This design comes from an exercise in tuning for small area and a short achievable clock period on the open sky130 flow, not from production work.
RTL that was checked went through simulation tests only; none was proved equivalent to the original.
For runs 2 to 6, only the layout was checked, not whether the RTL still works.

$ cat design/flow/design.v
module shift_register_8 #(parameter WIDTH = 16) (
    input wire clk,
    input wire rst,
    input wire [WIDTH-1:0] data_in,
    output wire [WIDTH*8-1:0] taps_flat  
);
    reg [WIDTH-1:0] taps [7:0];   
    integer i;
    always @(posedge clk or posedge rst) begin
        if (rst) begin
            for (i = 0; i < 8; i = i + 1)
                taps[i] <= 0;
        end else begin
            for (i = 7; i > 0; i = i - 1)
                taps[i] <= taps[i-1];
            taps[0] <= data_in;
        end
    end
    genvar j;
    generate
        for (j = 0; j < 8; j = j + 1) begin : flatten_loop
            assign taps_flat[WIDTH*(j+1)-1 -: WIDTH] = taps[j];
        end
    endgenerate
endmodule
module fir_multiply_array #(parameter WIDTH = 16, parameter TAPS = 8) (
    input wire signed [TAPS*WIDTH-1:0] taps_flat,
    input wire signed [TAPS*WIDTH-1:0] coeffs_flat,
    output wire signed [TAPS*2*WIDTH-1:0] products_flat
);
    wire signed [WIDTH-1:0] taps     [TAPS-1:0];
    wire signed [WIDTH-1:0] coeffs   [TAPS-1:0];
    wire signed [2*WIDTH-1:0] products [TAPS-1:0];
    genvar i;
    generate
        for (i = 0; i < TAPS; i = i + 1) begin : slice_inputs
            assign taps[i]   = taps_flat[WIDTH*(i+1)-1 -: WIDTH];
            assign coeffs[i] = coeffs_flat[WIDTH*(i+1)-1 -: WIDTH];
        end
    endgenerate
    generate
        for (i = 0; i < TAPS; i = i + 1) begin : multiply_loop
            assign products[i] = taps[i] * coeffs[i];
        end
    endgenerate
    generate
        for (i = 0; i < TAPS; i = i + 1) begin : flatten_output
            assign products_flat[2*WIDTH*(i+1)-1 -: 2*WIDTH] = products[i];
        end
    endgenerate
endmodule
module pipeline_register_array #(parameter WIDTH = 32, parameter STAGES = 8) (
    input wire clk,
    input wire rst,
    input wire signed [WIDTH*STAGES-1:0] data_in_flat,
    output reg signed [WIDTH*STAGES-1:0] data_out_flat
);
    reg signed [WIDTH-1:0] stage_regs [STAGES-1:0];
    integer i;
    wire signed [WIDTH-1:0] input_array [STAGES-1:0];
    genvar j;
    generate
        for (j = 0; j < STAGES; j = j + 1) begin : unpack_input
            assign input_array[j] = data_in_flat[WIDTH*(j+1)-1 -: WIDTH];
        end
    endgenerate
    always @(posedge clk or posedge rst) begin
        if (rst) begin
            for (i = 0; i < STAGES; i = i + 1)
                stage_regs[i] <= 0;
        end else begin
            for (i = 0; i < STAGES; i = i + 1)
                stage_regs[i] <= input_array[i];
        end
    end
    generate
        for (j = 0; j < STAGES; j = j + 1) begin : flatten_output
            always @(*) begin
                data_out_flat[WIDTH*(j+1)-1 -: WIDTH] = stage_regs[j];
            end
        end
    endgenerate
endmodule
module fir_sum_tree_pipelined #(parameter WIDTH = 32) (
    input wire clk,
    input wire rst,
    input wire signed [WIDTH*8-1:0] data_in_flat,
    output reg signed [WIDTH+3:0] sum_out
);
    wire signed [WIDTH-1:0] data_in [7:0];
    genvar i;
    generate
        for (i = 0; i < 8; i = i + 1) begin : unpack
            assign data_in[i] = data_in_flat[WIDTH*(i+1)-1 -: WIDTH];
        end
    endgenerate
    reg signed [WIDTH:0] stage1 [3:0];   
    always @(posedge clk or posedge rst) begin
        if (rst) begin
            stage1[0] <= 0; stage1[1] <= 0;
            stage1[2] <= 0; stage1[3] <= 0;
        end else begin
            stage1[0] <= data_in[0] + data_in[1];
            stage1[1] <= data_in[2] + data_in[3];
            stage1[2] <= data_in[4] + data_in[5];
            stage1[3] <= data_in[6] + data_in[7];
        end
    end
    reg signed [WIDTH+1:0] stage2 [1:0];
    always @(posedge clk or posedge rst) begin
        if (rst) begin
            stage2[0] <= 0; stage2[1] <= 0;
        end else begin
            stage2[0] <= stage1[0] + stage1[1];
            stage2[1] <= stage1[2] + stage1[3];
        end
    end
    always @(posedge clk or posedge rst) begin
        if (rst)
            sum_out <= 0;
        else
            sum_out <= stage2[0] + stage2[1];
    end
endmodule
module fir_filter_top #(
    parameter WIDTH = 16,
    parameter TAPS = 8, 
    parameter COEFF_SUM = 20
) (
    input wire clk,
    input wire rst,
    input wire signed [WIDTH-1:0] x_in,
    output wire signed [WIDTH+3:0] y_out_raw,
    output wire signed [WIDTH+3:0] y_out   
);
    wire signed [WIDTH*8-1:0] taps_flat;
    wire signed [WIDTH*8-1:0] coeffs_flat;
    wire signed [2*WIDTH*8-1:0] products_flat;
    wire signed [2*WIDTH*8-1:0] products_pipeline_out;
    shift_register_8 #(.WIDTH(WIDTH)) shift_reg_inst (
        .clk(clk),
        .rst(rst),
        .data_in(x_in),
        .taps_flat(taps_flat)
    );
    assign coeffs_flat = {
        16'd1, 16'd2, 16'd3, 16'd4, 16'd4, 16'd3, 16'd2, 16'd1
    };  
    fir_multiply_array #(.WIDTH(WIDTH), .TAPS(TAPS)) mults_inst (
        .taps_flat(taps_flat),
        .coeffs_flat(coeffs_flat),
        .products_flat(products_flat)
    );
    pipeline_register_array #(.WIDTH(2*WIDTH), .STAGES(8)) pipe_regs_inst (
        .clk(clk),
        .rst(rst),
        .data_in_flat(products_flat),
        .data_out_flat(products_pipeline_out)
    );
    fir_sum_tree_pipelined #(.WIDTH(2*WIDTH)) sum_tree_inst (
        .clk(clk),
        .rst(rst),
        .data_in_flat(products_pipeline_out),
        .sum_out(y_out_raw)
    );
    assign y_out = y_out_raw / COEFF_SUM;
endmodule
$ cat design/flow/run.sh
#!/bin/bash
# synth_recipe.tcl (not shown) runs the flow's synth.tcl, then flattens the netlist and writes it again
# the make line also repeats each setting of config.mk as NAME=value (left out here)
make -C /OpenROAD-flow-scripts/flow DESIGN_CONFIG=/design/flow/config.mk WORK_HOME=/design/flow/orfs CLKGATE_MAP_FILE= SYNTH_SCRIPT=/design/flow/synth_recipe.tcl finish
$ cat design/flow/config.mk
export PLATFORM = sky130hd
export DESIGN_NAME = fir_filter_top
export DESIGN_NICKNAME = fir_filter_top
export VERILOG_FILES = /design/flow/design.v
export SDC_FILE = /design/flow/constraint.sdc
export NUM_CORES = 4
export LEC_CHECK = 0
export CAP_MARGIN = 20
export CORE_MARGIN = 2
export CORE_UTILIZATION = 40
export SLEW_MARGIN = 20
$ cat design/flow/constraint.sdc
create_clock -name core_clock -period 10.0 [get_ports {clk}]
set_input_delay 2.0000 -clock core_clock [delete_from_list [all_inputs] [get_ports {clk}]]
set_output_delay 2.0000 -clock core_clock [all_outputs]
set_load 0.01 [all_outputs]
==> results by group, run 1 <==
Floorplan
  • IO Pins: 58
  • Die area: 43180 um^2
  • Rows: 74
  • Starting density of the core: 40.60%
  • Core Box Area: 40920 um^2
  • Die span in y: 207.8 um
  • DIE WIDTH: 207.8 um

Timing
  • Fin. Hold Viols: 0
  • RSZ-0062 raised after global routing: false
  • Max Clk Rate: 103.3 MHz
  • Worst Skew: 0.01669 ns
  • Normalized max-slew margin: 25.23%
  • Worst-Margin Slew: 1.113 ns
  • Fin Setup TNS: 0 ns
  • Post-layout min period: 9.678 ns
  • Final period util: 96.78%
  • Setup violations, final: 0
  • Slew Limit Fails: 0

Synth
  • Netlist cell types: 92
  • Mux contribution to synthesized area: 0.2787%
  • Mapped cell area: 16610 um^2
  • Post-Synth XOR/XNOR Area: 8.593%
  • Post-synthesis register bit count: 313
  • Async SR Flop Fraction: 100.0%
  • Simple logic cell fraction of the synthesized area: 8.759%
  • EDFF count, synth: 0
  • Largest family of logic cells by synthesized area: compound AO/OA/AOI/OAI gates
  • Sequential-to-total area share from yosys stat: 47.15%
  • Avg Cell Area, Syn: 10.89 um^2
  • Syn. warnings: 9
  • Synth Net Count: 1736
  • Primary FF master, synth: dfrtp_1
  • Synth Area in Compound Gates: 16.40%
  • Fraction of the mapped netlist area in adder cells: 14.93%
  • Synth Instances: 1526

Setup path
  • CP required: 8.00 ns
  • CP max stage delay: 0.56 ns
  • Worst Path Max Fanout: 13
  • Reg2reg setup slack: 5.65 ns
  • Setup Crit Path Kind: reg -> out
  • Crit path top cell by count: buf_4
  • Critical Path End Type: output pin
  • Worst path slowest cell: or4_1
  • Critical path arrival: 7.68 ns
  • CP Launch Type: register
  • Beginning of the critical path: sum_tree_inst.sum_out[2]$_DFF_PP0_
  • R2R Path Start: sum_tree_inst.stage1[0][0]$_DFF_PP0_

Clock network
  • CTS tree: done
  • H-tree levels: 1
  • Root Buffer: clkbuf_16
  • Clock Latency Late Sink: 0.56 ns
  • Clock Pin Slew Worst Setup and Hold Paths: 0.06 ns
  • Clk sink count: 313
  • Longest Clk Path Bufs: 3
  • TritonCTS Buffers: 31

Detailed routing
  • Routed vias: 11176
  • Antenna violation net count after detailed routing: 0
  • Vias per cell: 5.145
  • DR pass1 iterations: 5
  • Remaining DRCs: 0
  • WL final: 31020 um
  • Initial drt markers: 480
  • Avg WL per Cell: 14.28 um

Min path
  • Worst Hold Launch: shift_reg_inst.taps[3][7]$_DFF_PP0_
  • Hold Path Class: reg -> reg

Run status
  • Status: complete, no violations

GRT
  • First-pass GRT wire length: 53050 um
  • Vias in the first global route: 11520
  • GR Util met3: 1.710%
  • Largest net degree at the start of global routing: 164
  • Met2 global-route usage: 26.09%
  • Initial antenna violation count: 0
  • Grt peak-use layer: met2
  • Grt total ovfl: 0
  • Met1 Resource Use GR: 18.54%
  • GRT Util Overall: 14.48%

Cells and area
  • # nets final: 1827
  • Antenna diode count: 0
  • Fill count: 3753
  • Core Util, Final: 47.18%
  • Syn-to-layout area delta: 16.21%
  • Layout cells sized above 1: 9.695%

Job
  • Max Cap Viol: 0

Placed design
  • GP Congestion: 0.8445
  • # port buffers: 57
  • Hpwl dp: 22640 um
-- stage by stage --
stage / hold slack [ns] / instance area (um^2) / std cells / setup WS (ns)
final: 0.3446 / 19310 / 2172 / 0.3215
after global routing: 0.3526 / 19310 / 2172 / 0.03182
after CTS: 0.3478 / 18940 / 2162 / 0.01175
after detailed placement: 0.3347 / 17810 / 2098 / 0.3197
after global placement: 0.3312 / 17810 / 2098 / 0.4332
after floorplan: 0.3312 / 16620 / 1526 / 1.741
-- logic make-up (layout without fill, tap and decap cells) --
kind of cell / after synthesis / after routing
mux: 4 / 4
simple gates: 286 / 286
flops: 313 / 313
fa+ha+maj: 193 / 193
compound gates: 408 / 408
buf+inv: 159 / 273
xor+xnor: 163 / 163
-- cells in the mapped netlist (4+ instances only) --
master    count  area (um^2)
buf_6         4        45.04
buf_2         5        25.02
inv_1       131        491.7
nor3_1       19        95.09
o21a_1        4        30.03
nand3_1      14        70.07
a21oi_2       4        35.03
and2_1       10        62.56
a21boi_0     16        120.1
o41ai_1       5        43.79
dfrtp_1     313         7833
nand4_1       8        50.05
o31a_1        7        61.31
o211ai_1     16        120.1
a31oi_1       8        50.05
nor4_1        9        56.30
xnor2_1     121         1060
a21oi_1     110        550.5
o21bai_1     34        255.2
nor2_1       86        322.8
ha_1        183         2290
nor2b_1      14        87.58
or3_1         5        31.28
or4_1         4        30.03
o31ai_1       7        52.55
a211oi_1      4        30.03
nand2b_1     20        125.1
o21ai_0      97        485.5
o21ai_1      11        55.05
clkbuf_1     13        48.80
buf_4         4        30.03
a21o_1       31        232.7
xor2_1       42        367.9
fa_1          9        180.2
nand2_1      68        255.2
-- per-layer routing --
layer / vias up / part of all wire [%] / wire, um
met4: 0 / 2.4 / 743
met5: - / 0 / 0
li1: 5529 / - / -
met1: 5410 / 44 / 13720
met3: 53 / 3.6 / 1102
met2: 184 / 50 / 15460
-- flip-flops by register name (all words and copies together) (netlist names) --
register                   count
shift_reg_inst.taps          103
sum_tree_inst.sum_out         20
sum_tree_inst.stage1          76
sum_tree_inst.stage2          40
pipe_regs_inst.stage_regs     74
-- critical path: cells and delay by family (launching register included) --
family                     cells  cell delay (ns)
and+or+nand+nor                5             1.73
adders and majority gates      2             0.61
xor gates and xnor gates       1             0.16
buffers and inverters          3             0.97
AOI/OAI and AO/OA             14             3.03
DFF                            1             0.46
muxes                          1             0.15
-- timing repair --
action | CTS | global route
hold buffers | 0 | 0
endpoints found under the setup margin | 9 | 10
setup buffers | 8 | 9
pin swaps | 4 | 9
gates resized for setup | 5 | 52
cloned | 0 | 1
-- area by class of cell --
type,count,area [um^2],share of cell area [%]
sequential,313,7838,40.60
timing repair buffer,86,827.0,4.284
clock buffer,40,859.6,4.452
tap,532,665.6,3.448
clock inverter,16,187.7,0.9721
multi-input combinational,1054,8433,43.68
inverter,131,495.5,2.566
-- cells in the final DEF (no fill, tap or decap), drive strengths merged, types with 11 or more instances in the layout --
| cell type | count |
|---|---|
| dfrtp | 313 |
| ha | 183 |
| inv | 131 |
| xnor2 | 121 |
| a21oi | 114 |
| o21ai | 109 |
| nor2 | 90 |
| nand2 | 68 |
| clkdlybuf4s50 | 56 |
| xor2 | 42 |
| clkbuf | 40 |
| o21bai | 34 |
| a21o | 31 |
| buf | 28 |
| nor3 | 21 |
| nand2b | 20 |
| o211ai | 19 |
| a21boi | 16 |
| nand3 | 15 |
| nor2b | 14 |
| clkinv | 11 |
| nor4 | 11 |
-- final timing paths --
check | to | cells after the start
setup / recovery | y_out[8] | 26
hold / removal | shift_reg_inst.taps[4][7]$_DFF_PP0_ | 0
setup reg to reg | sum_tree_inst.stage2[0][18]$_DFF_PP0_ | 22
hold reg to reg | shift_reg_inst.taps[4][7]$_DFF_PP0_ | 0
max in group asynchronous | shift_reg_inst.taps[6][13]$_DFF_PP0_ | 4
min in group asynchronous | shift_reg_inst.taps[0][4]$_DFF_PP0_ | 3
==> run 2: changes to the inputs <==
==> design/flow/design.v (replaced) <==
module fir_filter_top #(
    parameter WIDTH = 16,
    parameter TAPS = 8,
    parameter COEFF_SUM = 20
) (
    input wire clk,
    input wire rst,
    input wire signed [WIDTH-1:0] x_in,
    output wire signed [WIDTH+3:0] y_out_raw,
    output wire signed [WIDTH+3:0] y_out
);
    reg signed [15:0] h [0:9];
    integer i;
    always @(posedge clk or posedge rst) begin
        if (rst) begin
            for (i = 0; i < 10; i = i + 1) h[i] <= 16'sd0;
        end else begin
            h[0] <= x_in;
            for (i = 1; i < 10; i = i + 1) h[i] <= h[i-1];
        end
    end
    wire signed [16:0] p0 = h[2] + h[9];
    wire signed [16:0] p1 = h[3] + h[8];
    wire signed [16:0] p2 = h[4] + h[7];
    wire signed [16:0] p3 = h[5] + h[6];
    wire signed [19:0] s = p0 + (p1 <<< 1) + p2 + (p2 <<< 1) + (p3 <<< 2);
    reg signed [19:0] sreg;
    always @(posedge clk or posedge rst) begin
        if (rst) sreg <= 20'sd0;
        else     sreg <= s;
    end
    wire signed [39:0] prod = sreg * 40'sd419431;
    wire signed [15:0] q = prod[38:23] + {15'd0, sreg[19]};
    reg signed [19:0] yraw;
    reg signed [15:0] ydiv;
    always @(posedge clk or posedge rst) begin
        if (rst) begin
            yraw <= 20'sd0;
            ydiv <= 16'sd0;
        end else begin
            yraw <= sreg;
            ydiv <= q;
        end
    end
    assign y_out_raw = yraw;
    assign y_out = {{4{ydiv[15]}}, ydiv};
endmodule
==> run 2 against run 1 <==
Effect of this change:
- still clean
- routed wire length grew 22%
- clock skew up 0.00066 ns
- register-to-register slack worse by 3.1 ns
- flip-flop and latch count down 97
- largest cell class unchanged
- highest routed layer unchanged
==> results by group, run 2 <==
Timing
  • Slew Limit Fails: 0
  • Final period util: 74.60%
  • Final setup margin: 2.540 ns
  • Max Clk Rate: 134.0 MHz
  • Post-layout min period: 7.460 ns
  • Normalized max-slew margin: 38.97%
  • Fin Setup TNS: 0 ns
  • Fin. Hold Viols: 0
  • Worst Skew: 0.01735 ns
  • RSZ-0062 raised after global routing: false
  • Setup violations, final: 0
  • Worst-Margin Slew: 0.9155 ns

Setup path
  • Beginning of the critical path: sreg[2]$_DFF_PP0_
  • Critical path arrival: 7.90 ns
  • Crit path top cell by count: fa_1
  • Setup Crit Path Kind: reg -> reg
  • Critical-path cell list: ha_1 -> xor2_1 -> ha_1 -> fa_1 -> fa_1 -> fa_1 -> fa_1 -> inv_1 -> fa_1 -> inv_1 -> ha_1 -> nand4_1 -> nor4b_2 -> o21ai_0 -> o21ai_1 -> nor2_1 -> xnor2_1 -> nand4_1 -> nor4_4 -> a31oi_1 -> nand3b_1 -> xnor2_1
  • Worst Path Max Fanout: 6
  • CP required: 10.44 ns
  • Crit-path leading delay family: adder cells
  • Critical Path End Type: register
  • Buf/Inv on CP: 2
  • CP max stage delay: 0.56 ns
  • Worst path slowest cell: fa_1
  • R2R Path Start: sreg[2]$_DFF_PP0_
  • CP Launch Type: register

Floorplan
  • Starting density of the core: 40.41%
  • IO Pins: 58
  • Rows: 78
  • DIE WIDTH: 217.9 um
  • Die span in y: 217.9 um
  • Die area: 47480 um^2
  • Core Box Area: 45280 um^2

Synth
  • Synth top cells by count: inv_1 (384), fa_1 (226), ha_1 (220), dfrtp_1 (216), xnor2_1 (88)
  • EDFF count, synth: 0
  • Synth Instances: 1693
  • Mapped cell area: 18300 um^2
  • Sequential-to-total area share from yosys stat: 29.54%
  • Async SR Flop Fraction: 100.0%
  • Synth area leader: dfrtp_1
  • Syn. warnings: 2
  • Post-synth top area share: 29.54%
  • Ranking of synthesized cells by area: dfrtp_1 (30%), fa_1 (25%), ha_1 (15%)
  • Primary FF master, synth: dfrtp_1
  • Avg Cell Area, Syn: 10.81 um^2
  • Synth Net Count: 2157
  • Post-synthesis register bit count: 216
  • Top-count cell post-synth: inv_1
  • Netlist cell types: 73

GRT
  • Initial antenna violation count: 0
  • Largest net degree at the start of global routing: 83
  • Grt total ovfl: 0
  • Vias in the first global route: 12531
  • GRT Util Overall: 16.73%
  • First-pass GRT wire length: 63310 um

Cells and area
  • Commonest non-fill, non-tap cells in the layout: inv_1 (382), fa_1 (226), ha_1 (220)
  • Core Util, Final: 45.11%
  • Register area: 5406 um^2
  • Top reg by flops: h
  • Fill count: 4271
  • Syn-to-layout area delta: 11.62%
  • Layout cells sized above 1: 3.650%
  • Number of flip-flops in the largest register: 160
  • # nets final: 2225
  • Top flop regs: h: 160 flops, sreg: 20 flops, yraw: 20 flops
  • Antenna diode count: 0
  • Commonest non-fill, non-tap cell in the layout: inv_1
  • Footprint of the multi-input gates: 11320 um^2

Clock network
  • Root Buffer: clkbuf_16
  • TritonCTS Buffers: 26
  • Post-CTS Hold Buffers: 0
  • Setup bufs post-CTS: 0
  • H-tree levels: 1
  • Clock Pin Slew Worst Setup and Hold Paths: 0.06 ns
  • Clock Latency Late Sink: 0.57 ns
  • CTS tree: done
  • Clk sink count: 216
  • Longest Clk Path Bufs: 3
  • PostCTS Resize Cnt: 0

Placed design
  • Pre-CTS setup slack: 2.583 ns
  • # port buffers: 57
  • GP Congestion: 0.8948
  • Hpwl dp: 31020 um

Detailed routing
  • Routed vias: 11400
  • Antenna violation net count after detailed routing: 0
  • Avg WL per Cell: 15.88 um
  • Initial drt markers: 476
  • Remaining DRCs: 0
  • Vias per cell: 4.788
  • DR pass1 iterations: 5
  • WL final: 37800 um

Run status
  • Status: complete, no violations

Min path
  • Hold Path Class: reg -> reg
  • Worst Hold Launch: h[1][4]$_DFF_PP0_

Job
  • Max Cap Viol: 0
[run 2: worst paths after layout]
| kind | to | slack, ns | cells after the start |
|---|---|---|---|
| setup reg to reg | ydiv[15]$_DFF_PP0_ | 2.54 | 22 |
| hold reg to reg | h[2][4]$_DFF_PP0_ | 0.34 | 0 |
| hold / removal | h[2][4]$_DFF_PP0_ | 0.34 | 0 |
| min in group asynchronous | h[1][5]$_DFF_PP0_ | 1.93 | 2 |
| setup / recovery | ydiv[15]$_DFF_PP0_ | 2.54 | 22 |
| max in group asynchronous | h[6][3]$_DFF_PP0_ | 6.72 | 3 |
[run 2: cells by family (layout without fill, tap and decap cells)]
kind of cell    Yosys count  count (layout)  synth area share, %
compound gates          232             232                8.403
xor+xnor                130             130                6.222
fa+ha+maj               447             447                39.82
buf+inv                 405             493                8.608
flops                   216             216                29.54
mux                       8               8               0.4444
simple gates            255             255                6.967
[run 2: through the flow]
step	std cells	hold slack [ns]	instance area, um^2
after global routing	2381	0.3431	20430
after detailed placement	2333	0.3347	19530
after CTS	2381	0.3442	20430
final	2381	0.3391	20430
after global placement	2333	0.3328	19530
after floorplan	1693	0.3312	18300
[run 2: routing by layer]
metal	GRT usage, %	wire, um	part of all wire [%]
met1	22.31	17510	46
met2	29.16	18310	48
met3	1.897	1084	2.9
met4	3.923	889	2.4
met5	0	0	0
[run 2: area by class of cell]
class                      count  share of cell area (%)
timing repair buffer          61                   2.940
clock buffer                  35                   3.596
sequential                   216                   26.47
multi-input combinational   1072                   55.42
tap                          600                   3.675
inverter                     384                   7.093
clock inverter                13                  0.8086
[run 2: worst register-to-register path: cells and delay by family (launching register included)]
family,cells,cell delay [ns]
buf+inv,2,0.10
simple gates,6,1.55
xor+xnor,3,0.88
compound gates,3,0.62
flops,1,0.45
fa+ha+maj,8,3.74
==> run 3: changes to the inputs <==
==> design/flow/design.v (replaced) <==
module fir_filter_top #(
    parameter WIDTH = 16,
    parameter TAPS = 8,
    parameter COEFF_SUM = 20
) (
    input wire clk,
    input wire rst,
    input wire signed [WIDTH-1:0] x_in,
    output wire signed [WIDTH+3:0] y_out_raw,
    output wire signed [WIDTH+3:0] y_out
);
    function [5:0] dstep(input [4:0] r, input b);
        begin
            dstep[5] = r[3] | r[4] | (r[2] & b);
            dstep[0] = b ? r[2] : r[0];
            dstep[1] = b ? r[0] : r[3];
            dstep[2] = b ? r[3] : r[1];
            dstep[3] = b ? r[1] : r[4];
            dstep[4] = b ? r[4] : r[2];
        end
    endfunction
    reg signed [15:0] xh [0:3];
    reg signed [17:0] bh [0:5];
    wire [15:0] u0 = {~xh[0][15], xh[0][14:0]};
    wire [15:0] u1 = {~xh[1][15], xh[1][14:0]};
    wire [15:0] u2 = {~xh[2][15], xh[2][14:0]};
    wire [15:0] u3 = {~xh[3][15], xh[3][14:0]};
    wire [15:0] ba_s = u0 ^ u1 ^ u2;
    wire [15:0] ba_c = (u0 & u1) | (u0 & u2) | (u1 & u2);
    wire [16:0] bb_x = {1'b0, ba_s};
    wire [16:0] bb_y = {ba_c, 1'b0};
    wire [16:0] bb_z = {1'b0, u3};
    wire [16:0] bb_s = bb_x ^ bb_y ^ bb_z;
    wire [16:0] bb_c = (bb_x & bb_y) | (bb_x & bb_z) | (bb_y & bb_z);
    wire [17:0] bu = {1'b0, bb_s} + {bb_c, 1'b0};
    wire [17:0] bsum = {~bu[17], bu[16:0]};
    integer i;
    always @(posedge clk or posedge rst) begin
        if (rst) begin
            for (i = 0; i < 4; i = i + 1) xh[i] <= 16'sd0;
            for (i = 0; i < 6; i = i + 1) bh[i] <= 18'sd0;
        end else begin
            xh[0] <= x_in;
            for (i = 1; i < 4; i = i + 1) xh[i] <= xh[i-1];
            bh[0] <= bsum;
            for (i = 1; i < 6; i = i + 1) bh[i] <= bh[i-1];
        end
    end
    reg signed [19:0] s2, s1, yraw;
    wire [19:0] sa_x = s2;
    wire [19:0] sa_y = {{2{bh[0][17]}}, bh[0]};
    wire [19:0] sa_z = ~{{2{bh[5][17]}}, bh[5]};
    wire [19:0] sa_s = sa_x ^ sa_y ^ sa_z;
    wire [19:0] sa_c = (sa_x & sa_y) | (sa_x & sa_z) | (sa_y & sa_z);
    wire [19:0] snext = sa_s + {sa_c[18:0], 1'b1};
    always @(posedge clk or posedge rst) begin
        if (rst) begin
            s2 <= 20'sd0;
            s1 <= 20'sd0;
            yraw <= 20'sd0;
        end else begin
            s2 <= snext;
            s1 <= s2;
            yraw <= s1;
        end
    end
    localparam SPLIT = 8;
    reg [4:0] ra [0:SPLIT];
    reg [SPLIT-1:0] qa;
    reg [5:0] ta;
    integer ka;
    always @(*) begin
        case (s2[19:18])
            2'b00:   ra[0] = 5'b00001;   
            2'b01:   ra[0] = 5'b00010;   
            2'b10:   ra[0] = 5'b01000;   
            default: ra[0] = 5'b10000;   
        endcase
        for (ka = 0; ka < SPLIT; ka = ka + 1) begin
            ta = dstep(ra[ka], s2[17-ka]);
            qa[SPLIT-1-ka] = ta[5];
            ra[ka+1] = ta[4:0];
        end
    end
    reg [SPLIT-1:0] qh;
    reg [4:0] rh;
    always @(posedge clk or posedge rst) begin
        if (rst) begin
            qh <= {SPLIT{1'b0}};
            rh <= 5'b00001;
        end else begin
            qh <= qa;
            rh <= ra[SPLIT];
        end
    end
    reg [4:0] rb [SPLIT:16];
    reg [15-SPLIT:0] qb;
    reg [5:0] tb;
    integer kb;
    always @(*) begin
        rb[SPLIT] = rh;
        for (kb = SPLIT; kb < 16; kb = kb + 1) begin
            tb = dstep(rb[kb], s1[17-kb]);
            qb[15-kb] = tb[5];
            rb[kb+1] = tb[4:0];
        end
    end
    wire inc = s1[19] & ((|s1[1:0]) | ~rb[16][0]);
    wire [15:0] q = {qh, qb} + {15'd0, inc};
    reg [15:0] ydiv;
    always @(posedge clk or posedge rst) begin
        if (rst) ydiv <= 16'd0;
        else     ydiv <= q;
    end
    assign y_out_raw = yraw;
    assign y_out = {{4{ydiv[15]}}, ydiv};
endmodule
--- a/design/flow/config.mk
+++ b/design/flow/config.mk
@@ -5,6 +5,7 @@
 export SDC_FILE = /design/flow/constraint.sdc
 export NUM_CORES = 4
 export LEC_CHECK = 0
+export ABC_AREA = 1
 export CAP_MARGIN = 20
 export CORE_MARGIN = 2
 export CORE_UTILIZATION = 40
==> run 3 against run 2 <==
Effect of this change:
- clock skew increased by 0.0079 ns
- global-route usage decreased by 4.1 points
- routed wire length decreased by 56%
- fmax increased by 110%
- count of clock-buffer cells in the layout increased by 2
- cell count decreased by 43%
- sequential share of layout area increased by 25 points
- flip-flop and latch count increased by 45
- hold slack improved by 0.0073 ns
- critical path depth decreased by 6
- highest routed layer unchanged
==> results by group, run 3 <==
Floorplan
  • Die area: 28440 um^2
  • Die span in y: 168.6 um
  • Core Box Area: 26800 um^2
  • IO Pins: 58
  • DIE WIDTH: 168.6 um
  • Rows: 60
  • Starting density of the core: 40.45%

Placed design
  • # port buffers: 57
  • GP Congestion: 0.8477
  • Hpwl dp: 12150 um
  • Pre-CTS setup slack: 5.912 ns

Setup path
  • Critical path arrival: 3.98 ns
  • Critical Path End Type: register
  • Crit-path leading delay family: adder cells
  • R2R Path Start: xh[0][1]$_DFF_PP0_
  • CP Launch Type: register
  • CP max stage delay: 0.54 ns
  • Buf/Inv on CP: 3
  • Beginning of the critical path: xh[0][1]$_DFF_PP0_
  • Worst Path Max Fanout: 2
  • Setup Crit Path Kind: reg -> reg
  • Worst path slowest cell: fa_1
  • CP required: 10.46 ns
  • Critical-path cell list: fa_1 -> inv_1 -> fa_1 -> inv_1 -> ha_1 -> fa_1 -> nand3_1 -> nand2_1 -> a21oi_1 -> inv_1 -> nand2_1 -> nand2_1 -> a21oi_1 -> o21ai_0 -> a21oi_1 -> xnor2_1

GRT
  • GR Util met3: 1.987%
  • Grt peak-use layer: met2
  • GRT Util Overall: 12.58%
  • Initial antenna violation count: 0
  • Largest net degree at the start of global routing: 94
  • Vias in the first global route: 6620
  • Met2 global-route usage: 20.74%
  • Met1 Resource Use GR: 17.06%
  • Grt total ovfl: 0
  • First-pass GRT wire length: 29750 um

Run status
  • Status: complete, no violations

Detailed routing
  • Antenna violation net count after detailed routing: 0
  • DR pass1 iterations: 5
  • Routed vias: 6318
  • Vias per cell: 4.639
  • Initial drt markers: 379
  • Avg WL per Cell: 12.27 um
  • Remaining DRCs: 0
  • WL final: 16720 um

Timing
  • Worst-Margin Slew: 0.7171 ns
  • Fin. Hold Viols: 0
  • Normalized max-slew margin: 52.19%
  • Setup violations, final: 0
  • Final period util: 35.19%
  • Final setup margin: 6.481 ns
  • Max Clk Rate: 284.2 MHz
  • Slew Limit Fails: 0
  • RSZ-0062 raised after global routing: false
  • Fin Setup TNS: 0 ns
  • Post-layout min period: 3.519 ns
  • Worst Skew: 0.02524 ns

Synth
  • Avg Cell Area, Syn: 11.78 um^2
  • Synth Instances: 920
  • Post-synthesis register bit count: 261
  • Synth Net Count: 1027
  • Mapped cell area: 10840 um^2
  • Primary FF master, synth: dfrtp_1
  • Async SR Flop Fraction: 100.0%
  • Synth area leader: dfrtp_1
  • Netlist cell types: 41
  • Sequential-to-total area share from yosys stat: 60.25%
  • Synth top cells by count: dfrtp_1 (260), nand2_1 (150), inv_1 (123), nand3_1 (96), fa_1 (52)
  • Syn. warnings: 5
  • Ranking of synthesized cells by area: dfrtp_1 (60%), fa_1 (9.6%), nand2_1 (5.2%)
  • Post-synth top area share: 60.01%
  • EDFF count, synth: 0
  • Top-count cell post-synth: dfrtp_1

Clock network
  • TritonCTS Buffers: 26
  • Post-CTS Hold Buffers: 0
  • PostCTS Resize Cnt: 0
  • Longest Clk Path Bufs: 3
  • CTS tree: done
  • H-tree levels: 1
  • Clk sink count: 261
  • Root Buffer: clkbuf_16
  • Setup bufs post-CTS: 0
  • Clock Latency Late Sink: 0.54 ns
  • Clock Pin Slew Worst Setup and Hold Paths: 0.07 ns

Job
  • Max Cap Viol: 0

Cells and area
  • Fill count: 2417
  • # nets final: 1108
  • Commonest non-fill, non-tap cell in the layout: dfrtp_1
  • Top flop regs: bh: 108 flops, xh: 64 flops
  • Layout cells sized above 1: 6.758%
  • Antenna diode count: 0
  • Number of flip-flops in the largest register: 108
  • Syn-to-layout area delta: 17.21%
  • Commonest non-fill, non-tap cells in the layout: dfrtp_1 (260), nand2_1 (150), inv_1 (122)
  • Top reg by flops: bh

Min path
  • Hold Path Class: reg -> reg
  • Worst Hold Launch: bh[4][10]$_DFF_PP0_
-- run 3: cell count changes after synthesis, sizes merged, moves of 44 or more --
cell / delta
inv: -258
fa: -174
nand3: +71
dfrtp: +44
xnor2: -73
ha: -183
nand2: +97
-- run 3: cells by family (layout without fill, tap and decap cells) --
logic type / count (synthesis) / count (layout) / share of synthesized area, %
adders and majority gates: 89 / 89 / 13.87
AOI/OAI and AO/OA: 88 / 88 / 4.801
and+or+nand+nor: 304 / 304 / 12.73
buffers and inverters: 134 / 235 / 4.789
xor gates and xnor gates: 44 / 44 / 3.555
DFF: 261 / 261 / 60.25
-- run 3: through the flow --
step / util [%] / instances / cell area [um^2] / hold WS [ns]
3_3_place_gp: 44.11 / 1314 / 11820 / 0.3326
4_1_cts: 47.39 / 1362 / 12700 / 0.3481
2_1_floorplan: - / 920 / 10840 / 0.3312
6_report: 47.41 / 1362 / 12710 / 0.3464
5_1_grt: 47.41 / 1362 / 12710 / 0.3511
3_5_place_dp: 44.11 / 1314 / 11820 / 0.3347
-- run 3: layer usage --
metal	wire length [um]	share of wire, %
met1	7822	47
met3	515	3.1
met5	0	0
met2	7748	46
met4	632	3.8
-- run 3: area by class of cell --
cell class	instances	area, um^2	area share, %
Sequential cell	261	6533	51.41
Multi-Input combinational cell	525	3790	29.82
Clock buffer	37	742.0	5.839
Timing Repair Buffer	59	593.1	4.667
Inverter	128	488.0	3.840
Tap cell	341	426.7	3.358
Clock inverter	11	135.1	1.063
-- run 3: worst paths after layout --
kind | end | slack (ns) | cells after the start
min in group asynchronous | xh[0][3]$_DFF_PP0_ | 1.96 | 2
hold reg to reg | bh[5][10]$_DFF_PP0_ | 0.35 | 0
setup / recovery | bh[0][13]$_DFF_PP0_ | 6.48 | 16
setup reg to reg | bh[0][13]$_DFF_PP0_ | 6.48 | 16
max in group asynchronous | bh[5][6]$_DFF_PP0_ | 6.89 | 3
hold / removal | bh[5][10]$_DFF_PP0_ | 0.35 | 0
==> run 4: changes to the inputs <==
==> design/flow/flow/run.sh (new file) <==
#!/bin/bash
# Standard flow, unchanged; each tool's output goes to a log of its own.
set -e
cp standard.sh flow/standard.sh.seen 2>/dev/null || true
bash standard.sh > standard.log 2>&1
==> design/flow/flow/standard.sh.seen (new file) <==
#!/bin/bash
# The standard flow's own layout of this design, on the ORFS make targets given (by default finish). After
# finish it leaves the final layout's DEF at /design/flow/out/final.def.
set -euo pipefail
make -C /OpenROAD-flow-scripts/flow DESIGN_CONFIG=/design/flow/config.mk WORK_HOME=/design/flow/orfs CLKGATE_MAP_FILE= SYNTH_SCRIPT=/design/flow/synth_recipe.tcl ABC_AREA=1 CAP_MARGIN=20 CORE_MARGIN=2 CORE_UTILIZATION=40 SLEW_MARGIN=20 "${@:-finish}"
if [[ -f /design/flow/orfs/results/sky130hd/fir_filter_top/base/6_final.odb ]]; then
  : # left out here: write the final layout as DEF
fi
==> design/flow/standard.sh (new file) <==
#!/bin/bash
# synth_recipe.tcl (not shown) runs the flow's synth.tcl, then flattens the netlist and writes it again
# the make line also repeats each setting of config.mk as NAME=value (left out here)
make -C /OpenROAD-flow-scripts/flow DESIGN_CONFIG=/design/flow/config.mk WORK_HOME=/design/flow/orfs CLKGATE_MAP_FILE= SYNTH_SCRIPT=/design/flow/synth_recipe.tcl "${@:-finish}"
removed: design/flow/run.sh
==> run 4 against run 3 <==
Effect of this change:
- sequential share of layout area stayed put
- first-iteration DRC count did not move
- cell count stayed put
- die area unchanged
- synthesized cell count unchanged
- critical path type unchanged
- synthesized area unchanged
- highest routed layer unchanged
- register-to-register slack is essentially flat
- cell area did not move
- utilization stayed put
- hold slack did not move
==> results by group, run 4 <==
GRT
  • Initial antenna violation count: 0
  • Vias in the first global route: 6620
  • GRT Util Overall: 12.58%
  • First-pass GRT wire length: 29750 um
  • Largest net degree at the start of global routing: 94
  • Grt total ovfl: 0

Synth
  • Sequential-to-total area share from yosys stat: 60.25%
  • Top-count cell post-synth: dfrtp_1
  • Primary FF master, synth: dfrtp_1
  • Synth area leader: dfrtp_1
  • Async SR Flop Fraction: 100.0%
  • Syn. warnings: 5
  • Avg Cell Area, Syn: 11.78 um^2
  • Ranking of synthesized cells by area: dfrtp_1 (60%), fa_1 (9.6%), nand2_1 (5.2%)
  • Mapped cell area: 10840 um^2
  • Synth Instances: 920
  • Netlist cell types: 41
  • Synth top cells by count: dfrtp_1 (260), nand2_1 (150), inv_1 (123), nand3_1 (96), fa_1 (52)
  • Post-synth top area share: 60.01%
  • Synth Net Count: 1027
  • Post-synthesis register bit count: 261
  • EDFF count, synth: 0

Timing
  • Fin. Hold Viols: 0
  • Worst Skew: 0.02524 ns
  • Slew Limit Fails: 0
  • Post-layout min period: 3.519 ns
  • Worst-Margin Slew: 0.7171 ns
  • Normalized max-slew margin: 52.19%
  • RSZ-0062 raised after global routing: false
  • Setup violations, final: 0
  • Final period util: 35.19%
  • Fin Setup TNS: 0 ns
  • Max Clk Rate: 284.2 MHz

Setup path
  • Critical Path End Type: register
  • Beginning of the critical path: xh[0][1]$_DFF_PP0_
  • Reg2reg setup slack: 6.48 ns
  • Critical-path cell list: fa_1 -> inv_1 -> fa_1 -> inv_1 -> ha_1 -> fa_1 -> nand3_1 -> nand2_1 -> a21oi_1 -> inv_1 -> nand2_1 -> nand2_1 -> a21oi_1 -> o21ai_0 -> a21oi_1 -> xnor2_1
  • CP max stage delay: 0.54 ns
  • R2R Path Start: xh[0][1]$_DFF_PP0_
  • CP Launch Type: register
  • Path depth of the worst reg2reg path: 16
  • Critical path arrival: 3.98 ns
  • R2R Path End: bh[0][13]$_DFF_PP0_
  • CP required: 10.46 ns
  • Setup Crit Path Kind: reg -> reg
  • Crit-path leading delay family: adder cells
  • Worst Path Max Fanout: 2
  • Buf/Inv on CP: 3
  • Worst path slowest cell: fa_1

Detailed routing
  • Routed vias: 6318
  • DR pass1 iterations: 5
  • Antenna violation net count after detailed routing: 0
  • Remaining DRCs: 0
  • WL final: 16720 um
  • Avg WL per Cell: 12.27 um
  • Initial drt markers: 379
  • Vias per cell: 4.639

Clock network
  • H-tree levels: 1
  • Clk sink count: 261
  • Longest Clk Path Bufs: 3
  • Clock Pin Slew Worst Setup and Hold Paths: 0.07 ns
  • TritonCTS Buffers: 26
  • Setup bufs post-CTS: 0
  • Clock Latency Late Sink: 0.54 ns
  • CTS tree: done
  • Post-CTS Hold Buffers: 0
  • PostCTS Resize Cnt: 0
  • Root Buffer: clkbuf_16

Floorplan
  • Die span in y: 168.6 um
  • IO Pins: 58
  • DIE WIDTH: 168.6 um
  • Starting density of the core: 40.45%
  • Die area: 28440 um^2
  • Rows: 60
  • Core Box Area: 26800 um^2

Min path
  • Worst Hold Launch: bh[4][10]$_DFF_PP0_
  • Hold Path Depth: 0
  • Hold Path Class: reg -> reg
  • Hold endpoint: bh[5][10]$_DFF_PP0_

Job
  • Max Cap Viol: 0

Cells and area
  • Syn-to-layout area delta: 17.21%
  • Number of flip-flops in the largest register: 108
  • Commonest non-fill, non-tap cells in the layout: dfrtp_1 (260), nand2_1 (150), inv_1 (122)
  • Antenna diode count: 0
  • # nets final: 1108
  • Fill count: 2417
  • Top flop regs: bh: 108 flops, xh: 64 flops
  • Commonest non-fill, non-tap cell in the layout: dfrtp_1
  • Layout cells sized above 1: 6.758%
  • Top reg by flops: bh

Placed design
  • GP Congestion: 0.8477
  • Hpwl dp: 12150 um
  • # port buffers: 57

Run status
  • Status: complete, no violations
## run 4: cell counts after synthesis
Identical to the previous run, type by type.
## run 4: logic make-up after synthesis
| group | share of synthesized area [%] |
|---|---|
| AO/OA/AOI/OAI | 4.801 |
| flip-flops | 60.25 |
| AND/OR/NAND/NOR | 12.73 |
| XOR/XNOR | 3.555 |
| buffers and inverters | 4.789 |
| adder cells (fa/ha/maj) | 13.87 |
## run 4: worst register-to-register path: stages (launching register included)
cell     delay (ns)
dfrtp_1        0.40
fa_1           0.54
inv_1          0.05
fa_1           0.49
inv_1          0.04
ha_1           0.22
fa_1           0.40
nand3_1        0.10
nand2_1        0.08
a21oi_1        0.22
inv_1          0.09
nand2_1        0.07
nand2_1        0.05
a21oi_1        0.18
o21ai_0        0.17
a21oi_1        0.19
xnor2_1        0.14
## run 4: routing by layer
layer | GRT usage [%] | up-vias | wire [um]
met5 | 0 | - | 0
met4 | 4.573 | 0 | 632
met3 | 1.987 | 40 | 515
met2 | 20.74 | 129 | 7748
met1 | 17.06 | 3028 | 7822
li1 | - | 3121 | -
## run 4: worst max-delay path by stage
stage,to,slack [ns],cells past startpoint
after global placement,yraw[17]$_DFF_PP0_,5.95,3
final,bh[0][13]$_DFF_PP0_,6.48,16
after global routing,bh[0][13]$_DFF_PP0_,6.25,16
after floorplan,bh[0][0]$_DFF_PP0_,0.82,1
after CTS,bh[0][13]$_DFF_PP0_,6.45,16
after detailed placement,s1[18]$_DFF_PP0_,5.91,3
## run 4: layout make-up
type / count / area, um^2 / area share (%)
clock buffer: 37 / 742.0 / 5.839
clock inverter: 11 / 135.1 / 1.063
inverter: 128 / 488.0 / 3.840
multi-input combinational: 525 / 3790 / 29.82
sequential: 261 / 6533 / 51.41
tap: 341 / 426.7 / 3.358
timing repair buffer: 59 / 593.1 / 4.667
## run 4: metrics by stage
step	cells	hold slack, ns	setup slack, ns	cell area (um^2)	utilization (%)
6_report	1362	0.3464	6.481	12710	47.41
5_1_grt	1362	0.3511	6.250	12710	47.41
4_1_cts	1362	0.3481	6.451	12700	47.39
3_5_place_dp	1314	0.3347	5.912	11820	44.11
3_3_place_gp	1314	0.3326	5.954	11820	44.11
2_1_floorplan	920	0.3312	0.8182	10840	-
==> run 5: changes to the inputs <==
--- a/design/flow/design.v
+++ b/design/flow/design.v
@@ -20,7 +20,6 @@
         end
     endfunction
     reg signed [15:0] xh [0:3];
-    reg signed [17:0] bh [0:5];
     wire [15:0] u0 = {~xh[0][15], xh[0][14:0]};
     wire [15:0] u1 = {~xh[1][15], xh[1][14:0]};
     wire [15:0] u2 = {~xh[2][15], xh[2][14:0]};
@@ -32,27 +31,32 @@
     wire [16:0] bb_z = {1'b0, u3};
     wire [16:0] bb_s = bb_x ^ bb_y ^ bb_z;
     wire [16:0] bb_c = (bb_x & bb_y) | (bb_x & bb_z) | (bb_y & bb_z);
-    wire [17:0] bu = {1'b0, bb_s} + {bb_c, 1'b0};
-    wire [17:0] bsum = {~bu[17], bu[16:0]};
+    wire [9:0] b_lo = {1'b0, bb_s[8:0]} + {1'b0, bb_c[7:0], 1'b0};
+    wire [8:0] b_hi = {1'b0, bb_s[16:9]} + bb_c[16:8];
+    reg [17:0] bh [0:5];
+    reg bc;
     integer i;
     always @(posedge clk or posedge rst) begin
         if (rst) begin
             for (i = 0; i < 4; i = i + 1) xh[i] <= 16'sd0;
-            for (i = 0; i < 6; i = i + 1) bh[i] <= 18'sd0;
+            for (i = 0; i < 6; i = i + 1) bh[i] <= 18'd0;
+            bc <= 1'b0;
         end else begin
             xh[0] <= x_in;
             for (i = 1; i < 4; i = i + 1) xh[i] <= xh[i-1];
-            bh[0] <= bsum;
-            for (i = 1; i < 6; i = i + 1) bh[i] <= bh[i-1];
+            bh[0] <= {b_hi[8] ^ 1'b1, b_hi[7:0], b_lo[8:0]};
+            bc <= b_lo[9];
+            bh[1] <= {bh[0][17:9] + {8'd0, bc}, bh[0][8:0]};
+            for (i = 2; i < 6; i = i + 1) bh[i] <= bh[i-1];
         end
     end
     reg signed [19:0] s2, s1, yraw;
     wire [19:0] sa_x = s2;
-    wire [19:0] sa_y = {{2{bh[0][17]}}, bh[0]};
-    wire [19:0] sa_z = ~{{2{bh[5][17]}}, bh[5]};
+    wire [19:0] sa_y = {2'b00, ~bh[0][17], bh[0][16:0]};
+    wire [19:0] sa_z = ~{2'b00, ~bh[5][17], bh[5][16:0]};
     wire [19:0] sa_s = sa_x ^ sa_y ^ sa_z;
     wire [19:0] sa_c = (sa_x & sa_y) | (sa_x & sa_z) | (sa_y & sa_z);
-    wire [19:0] snext = sa_s + {sa_c[18:0], 1'b1};
+    wire [19:0] snext = sa_s + {sa_c[18:0], 1'b1} + {10'd0, bc, 9'd0};
     always @(posedge clk or posedge rst) begin
         if (rst) begin
             s2 <= 20'sd0;
@@ -64,7 +68,7 @@
             yraw <= s1;
         end
     end
-    localparam SPLIT = 8;
+    localparam SPLIT = 9;
     reg [4:0] ra [0:SPLIT];
     reg [SPLIT-1:0] qa;
     reg [5:0] ta;
==> design/flow/flow/run.sh (replaced) <==
#!/bin/bash
# The standard layout flow, with the port buffers made of a small buffer cell.
set -euo pipefail
bash standard.sh "BUFFER_PORTS_ARGS=-buffer_cell sky130_fd_sc_hd__buf_2" finish > standard.log 2>&1
--- a/design/flow/config.mk
+++ b/design/flow/config.mk
@@ -9,4 +9,5 @@
 export CAP_MARGIN = 20
 export CORE_MARGIN = 2
 export CORE_UTILIZATION = 40
+export CTS_BUF_LIST = sky130_fd_sc_hd__clkbuf_8
 export SLEW_MARGIN = 20
removed: design/flow/flow/standard.sh.seen
==> run 5 against run 4 <==
Effect of this change:
- critical endpoint is now s2[14]$_DFF_PP0_
- cell count rose by 7.3%
- highest routed layer unchanged
- non-clock buffer count did not move
- fmax rose by 5.0%
==> results by group, run 5 <==
Run status
  • Status: complete, no violations

Setup path
  • Critical Path End Type: register
  • Worst Path Max Fanout: 7
  • Beginning of the critical path: s2[9]$_DFF_PP0_
  • Critical path arrival: 3.78 ns
  • Setup Crit Path Kind: reg -> reg
  • Path depth of the worst reg2reg path: 14
  • CP Launch Type: register
  • CP required: 10.43 ns
  • R2R Path Start: s2[9]$_DFF_PP0_

Timing
  • Slew Limit Fails: 0
  • Hold WS: 0.3435 ns
  • Worst-Margin Slew: 0.9559 ns
  • Fin Setup TNS: 0 ns
  • Setup violations, final: 0
  • RSZ-0062 raised after global routing: false
  • Normalized max-slew margin: 36.27%
  • Final period util: 33.52%
  • Fin. Hold Viols: 0
  • Max Clk Rate: 298.4 MHz
  • Post-layout min period: 3.352 ns
  • Worst Skew: 0.01518 ns

Clock network
  • CTS tree: done
  • Setup bufs post-CTS: 0
  • Root Buffer: clkbuf_8
  • PostCTS Resize Cnt: 0
  • Clk sink count: 263
  • Clock Pin Slew Worst Setup and Hold Paths: 0.07 ns
  • Post-CTS Hold Buffers: 0
  • H-tree levels: 2
  • TritonCTS Buffers: 42
  • Longest Clk Path Bufs: 3
  • Clock Latency Late Sink: 0.54 ns

GRT
  • Grt total ovfl: 0
  • Initial antenna violation count: 0
  • Vias in the first global route: 6579
  • GRT Util Overall: 12.67%
  • First-pass GRT wire length: 29920 um
  • Largest net degree at the start of global routing: 105

Cells and area
  • Top reg by flops: bh
  • Commonest non-fill, non-tap cell in the layout: dfrtp_1
  • # nets final: 1183
  • Top flop regs: bh: 108 flops, xh: 64 flops
  • Fill count: 2534
  • Final instance area: 12890 um^2
  • Number of flip-flops in the largest register: 108
  • Antenna diode count: 0
  • Syn-to-layout area delta: 15.03%
  • Commonest non-fill, non-tap cells in the layout: dfrtp_1 (262), nand2_1 (167), inv_1 (138)
  • Layout cells sized above 1: 14.58%

Synth
  • Post-synthesis register bit count: 263
  • Syn. warnings: 5
  • Synth area leader: dfrtp_1
  • Synth top cells by count: dfrtp_1 (262), nand2_1 (167), inv_1 (129), nand3_1 (98), ha_1 (60)
  • Mapped cell area: 11210 um^2
  • Ranking of synthesized cells by area: dfrtp_1 (59%), fa_1 (9.5%), ha_1 (6.7%)
  • Sequential-to-total area share from yosys stat: 58.74%
  • Netlist cell types: 38
  • Primary FF master, synth: dfrtp_1
  • Avg Cell Area, Syn: 11.76 um^2
  • Top-count cell post-synth: dfrtp_1
  • EDFF count, synth: 0
  • Synth Instances: 953
  • Synth Net Count: 1084
  • Async SR Flop Fraction: 100.0%
  • Post-synth top area share: 58.51%

Detailed routing
  • Antenna violation net count after detailed routing: 0
  • Routed vias: 6461
  • Initial drt markers: 266
  • Avg WL per Cell: 11.69 um
  • Vias per cell: 4.419
  • DR pass1 iterations: 4
  • WL final: 17100 um
  • Remaining DRCs: 0

Placed design
  • DP Area: 11960 um^2
  • # port buffers: 57
  • Hpwl dp: 12480 um
  • GP Congestion: 0.8647

Floorplan
  • Starting density of the core: 40.45%
  • DIE WIDTH: 171.4 um
  • Die span in y: 171.4 um
  • Die area: 29370 um^2
  • Rows: 61
  • Core Box Area: 27710 um^2
  • IO Pins: 58

Job
  • Max Cap Viol: 0

Min path
  • Worst Hold Launch: bh[1][12]$_DFF_PP0_
  • Hold Path Class: reg -> reg
  • Hold Path Depth: 0
## run 5: cells by family (layout without fill, tap and decap cells)
family                     after synthesis  after routing  synth area share [%]
and+or+nand+nor                        338            338                 14.00
DFF                                    263            263                 58.74
xor gates and xnor gates                42             42                 3.283
buffers and inverters                  138            269                 4.779
AOI/OAI and AO/OA                       59             59                 3.026
adders and majority gates              113            113                 16.17
## run 5: worst max-delay path: stages (launching register included)
cell and delay, ns:
dfrtp_1 0.46, inv_1 0.19, fa_1 0.56, inv_1 0.05, fa_1 0.45, ha_1 0.36
nand2_1 0.11, nor2_1 0.17, o21ai_0 0.11, o211ai_1 0.12, a31oi_1 0.10, o21ai_0 0.29
nand2_1 0.12, nand3_1 0.09, nand2_1 0.05
## run 5: path summary, 6_finish.rpt
kind / endpoint / slack [ns]
setup / recovery: s2[14]$_DFF_PP0_ / 6.65
hold / removal: bh[2][12]$_DFF_PP0_ / 0.34
setup reg to reg: s2[14]$_DFF_PP0_ / 6.65
hold reg to reg: bh[2][12]$_DFF_PP0_ / 0.34
max in group asynchronous: bh[0][9]$_DFF_PP0_ / 6.98
min in group asynchronous: xh[3][3]$_DFF_PP0_ / 1.58
## run 5: final cells by class
type                            count  area, um^2  area share [%]
Sequential cell                   263        6583           51.07
Multi-Input combinational cell    552        4088           31.71
Clock buffer                       52       715.7           5.552
Inverter                          134       513.0           3.980
Tap cell                          378       473.0           3.669
Timing Repair Buffer               59       300.3           2.330
Clock inverter                     24       217.7           1.689
## run 5: through the flow
step | instances | util [%] | worst slack (ns)
2_1_floorplan | 953 | - | 0.7615
3_3_place_gp | 1386 | 43.16 | 6.347
3_5_place_dp | 1386 | 43.16 | 6.300
4_1_cts | 1462 | 46.52 | 6.631
5_1_grt | 1462 | 46.52 | 6.359
6_report | 1462 | 46.52 | 6.648
## run 5: per-layer routing
layer | GRT usage, % | wire length [um]
met3 | 2.945 | 799
met4 | 5.232 | 468
met2 | 19.92 | 7699
met5 | 0 | 0
met1 | 17.01 | 8129
==> run 6: changes to the inputs <==
==> design/flow/flow/run.sh (replaced) <==
#!/bin/bash
# The standard layout flow, with the port buffers made of a small buffer cell.
set -euo pipefail
bash standard.sh "BUFFER_PORTS_ARGS=-buffer_cell sky130_fd_sc_hd__buf_1" finish > standard.log 2>&1
--- a/design/flow/config.mk
+++ b/design/flow/config.mk
@@ -9,5 +9,5 @@
 export CAP_MARGIN = 20
 export CORE_MARGIN = 2
 export CORE_UTILIZATION = 40
-export CTS_BUF_LIST = sky130_fd_sc_hd__clkbuf_8
+export CTS_BUF_LIST = sky130_fd_sc_hd__clkbuf_4
 export SLEW_MARGIN = 20
==> run 6 against run 5 <==
Effect of this change:
- still clean on timing, DRC and antenna
- non-clock buffer count stayed put
- fmax grew 1.6%
==> results by group, run 6 <==
Setup path
  • CP required: 10.51 ns
  • Critical-path cell list: inv_1 -> fa_1 -> inv_1 -> fa_1 -> ha_1 -> nand2_1 -> nor2_1 -> inv_1 -> o21bai_1 -> a21oi_1 -> o21ai_0 -> a21oi_1 -> xor2_1
  • Setup Crit Path Kind: reg -> reg
  • CP Launch Type: register
  • Worst Path Max Fanout: 7
  • Critical path arrival: 3.81 ns
  • Critical Path End Type: register
  • Crit path top cell by count: inv_1
  • Worst path slowest cell: fa_1
  • CP max stage delay: 0.55 ns

Clock network
  • CTS tree: done
  • Longest Clk Path Bufs: 3
  • Setup bufs post-CTS: 0
  • Root Buffer: clkbuf_4
  • Clk sink count: 263
  • PostCTS Resize Cnt: 0
  • Clock Latency Late Sink: 0.67 ns
  • TritonCTS Buffers: 68
  • Post-CTS Hold Buffers: 0
  • Clock Pin Slew Worst Setup and Hold Paths: 0.06 ns
  • H-tree levels: 3

Synth
  • EDFF count, synth: 0
  • Mapped cell area: 11210 um^2
  • Async SR Flop Fraction: 100.0%
  • Sequential-to-total area share from yosys stat: 58.74%
  • Synth Net Count: 1084
  • Primary FF master, synth: dfrtp_1
  • Avg Cell Area, Syn: 11.76 um^2
  • Netlist cell types: 38
  • Syn. warnings: 5
  • Post-synthesis register bit count: 263
  • Post-synth top area share: 58.51%
  • Synth area leader: dfrtp_1
  • Synth top cells by count: dfrtp_1 (262), nand2_1 (167), inv_1 (129), nand3_1 (98), ha_1 (60)
  • Ranking of synthesized cells by area: dfrtp_1 (59%), fa_1 (9.5%), ha_1 (6.7%)
  • Top-count cell post-synth: dfrtp_1
  • Synth Instances: 953

Run status
  • Status: complete, no violations

GRT
  • First-pass GRT wire length: 30440 um
  • GRT Util Overall: 12.97%
  • Vias in the first global route: 7017
  • Initial antenna violation count: 1
  • Grt total ovfl: 0
  • Largest net degree at the start of global routing: 123

Detailed routing
  • Remaining DRCs: 0
  • Vias per cell: 4.462
  • Routed vias: 6697
  • Initial drt markers: 285
  • Avg WL per Cell: 11.60 um
  • WL final: 17420 um
  • DR pass1 iterations: 5
  • Antenna violation net count after detailed routing: 0

Cells and area
  • Core Util, Final: 45.94%
  • Commonest non-fill, non-tap cells in the layout: dfrtp_1 (262), nand2_1 (167), inv_1 (128)
  • Number of flip-flops in the largest register: 108
  • Top reg by flops: bh
  • Footprint of the multi-input gates: 4088 um^2
  • Commonest non-fill, non-tap cell in the layout: dfrtp_1
  • # nets final: 1209
  • Register area: 6583 um^2
  • Fill count: 2646
  • Syn-to-layout area delta: 13.58%
  • Layout cells sized above 1: 12.48%
  • Top flop regs: bh: 108 flops, xh: 64 flops

Timing
  • Setup violations, final: 0
  • Normalized max-slew margin: 43.61%
  • Post-layout min period: 3.300 ns
  • Fin Setup TNS: 0 ns
  • Worst Skew: 0.05392 ns
  • RSZ-0062 raised after global routing: false
  • Fin. Hold Viols: 0
  • Worst-Margin Slew: 0.8459 ns
  • Final period util: 33.00%
  • Slew Limit Fails: 0
  • Max Clk Rate: 303.0 MHz

Min path
  • Hold Path Class: reg -> reg

Floorplan
  • Starting density of the core: 40.45%
  • IO Pins: 58
  • DIE WIDTH: 171.4 um
  • Rows: 61
  • Core Box Area: 27710 um^2
  • Die area: 29370 um^2
  • Die span in y: 171.4 um

Job
  • Max Cap Viol: 0

Placed design
  • GP Congestion: 0.8689
  • # port buffers: 57
  • Hpwl dp: 12500 um
-- run 6: final timing paths --
check                                   startpoint            endpoint  slack (ns)  cells after the start
worst max-delay path               s2[9]$_DFF_PP0_    s2[17]$_DFF_PP0_        6.70                     13
worst min-delay path            bh[3][0]$_DFF_PP0_  bh[4][0]$_DFF_PP0_        0.32                      0
worst max register to register     s2[9]$_DFF_PP0_    s2[17]$_DFF_PP0_        6.70                     13
worst min register to register  bh[3][0]$_DFF_PP0_  bh[4][0]$_DFF_PP0_        0.32                      0
max in group asynchronous                      rst  bh[4][2]$_DFF_PP0_        7.05                      3
min in group asynchronous                      rst  xh[3][3]$_DFF_PP0_        1.54                      2
-- run 6: per-stage QoR --
| step | instances | hold slack [ns] | cell area [um^2] | setup slack, ns |
|---|---|---|---|---|
| after floorplan | 953 | 0.3312 | 11210 | 0.7615 |
| after global placement | 1386 | 0.3313 | 11890 | 6.298 |
| after detailed placement | 1386 | 0.3347 | 11890 | 6.257 |
| after CTS | 1500 | 0.3229 | 12720 | 6.706 |
| after global routing | 1501 | 0.3388 | 12730 | 6.430 |
| final | 1501 | 0.3162 | 12730 | 6.700 |
-- run 6: metal layers --
layer  GRT usage [%]  share of wire [%]  vias to the layer above
li1                -                  -                     3334
met1           16.40                 46                     3175
met2           20.58                 46                      140
met3           3.451                4.5                       48
met4           6.706                3.1                        0
met5               0                  0                        -
-- run 6: kinds of logic (layout without fill, tap and decap cells) --
family,Yosys count,after routing,synth area share [%]
and+or+nand+nor,338,338,14.00
adders and majority gates,113,113,16.17
buffers and inverters,138,307,4.779
xor gates and xnor gates,42,42,3.283
AOI/OAI and AO/OA,59,59,3.026
other,0,1,0
DFF,263,263,58.74
-- run 6: final cells by class --
cell class,instances,area share (%)
Multi-Input combinational cell,552,32.12
Sequential cell,263,51.72
Tap cell,378,3.716
Clock buffer,99,5.840
Timing Repair Buffer,59,1.799
Inverter,134,4.031
Clock inverter,15,0.7570
Antenna cell,1,0.01966
-- run 6: critical path, delay by kind of cell, from the launching register on --
kind / cells / cell delay, ns
fa+ha+maj: 3 / 1.36
compound gates: 4 / 0.72
flops: 1 / 0.45
buf+inv: 3 / 0.29
simple gates: 2 / 0.21
xor+xnor: 1 / 0.15

==> what the ideal ports hide <==
In the flow no input, the clock included, has a driving cell. The finished layouts below were timed again as built, in two steps.
Step 1 sets driving cells, clkbuf_16 on the clock port and buf_2 on the other inputs (assumed; they add their load-dependent delay and slew).
Step 2 moves the port delays by t, midway between the first and last clock arrival at a register: inputs arrive t later, outputs are due t later. That takes back most of the time a late clock gives input paths.
a / b / c = ideal ports / drivers / drivers and shift; a / b = the first two.
| run | shift t [ns] | setup WS [ns] | latest minus earliest clock arrival (ns) | worst register clock-pin slew, ns | worst data-port slew with drivers (ns) |
|---|---|---|---|---|---|
| run 1 | 0.603 | 0.322 / 0.268 / 0.872 | 0.016 / 0.017 | 0.06 / 0.06 | 0.03 |
| run 2 | 0.610 | 2.540 / 2.540 / 2.540 | 0.018 / 0.018 | 0.06 / 0.06 | 0.03 |
| run 3 | 0.569 | 6.481 / 6.481 / 6.342 | 0.026 / 0.026 | 0.07 / 0.07 | 0.03 |
| run 4 | 0.569 | 6.481 / 6.481 / 6.342 | 0.026 / 0.026 | 0.07 / 0.07 | 0.03 |
| run 5 | 0.571 | 6.648 / 6.648 / 6.433 | 0.018 / 0.017 | 0.07 / 0.07 | 0.03 |
| run 6 | 0.677 | 6.700 / 6.700 / 6.390 | 0.055 / 0.055 | 0.07 / 0.07 | 0.03 |
After both steps setup and hold are still met in every run listed. For run 6, which loses most, drivers alone change the setup slack by 0.000 ns; drivers and shift together by -0.310 ns. Setup slack includes reset recovery checks.
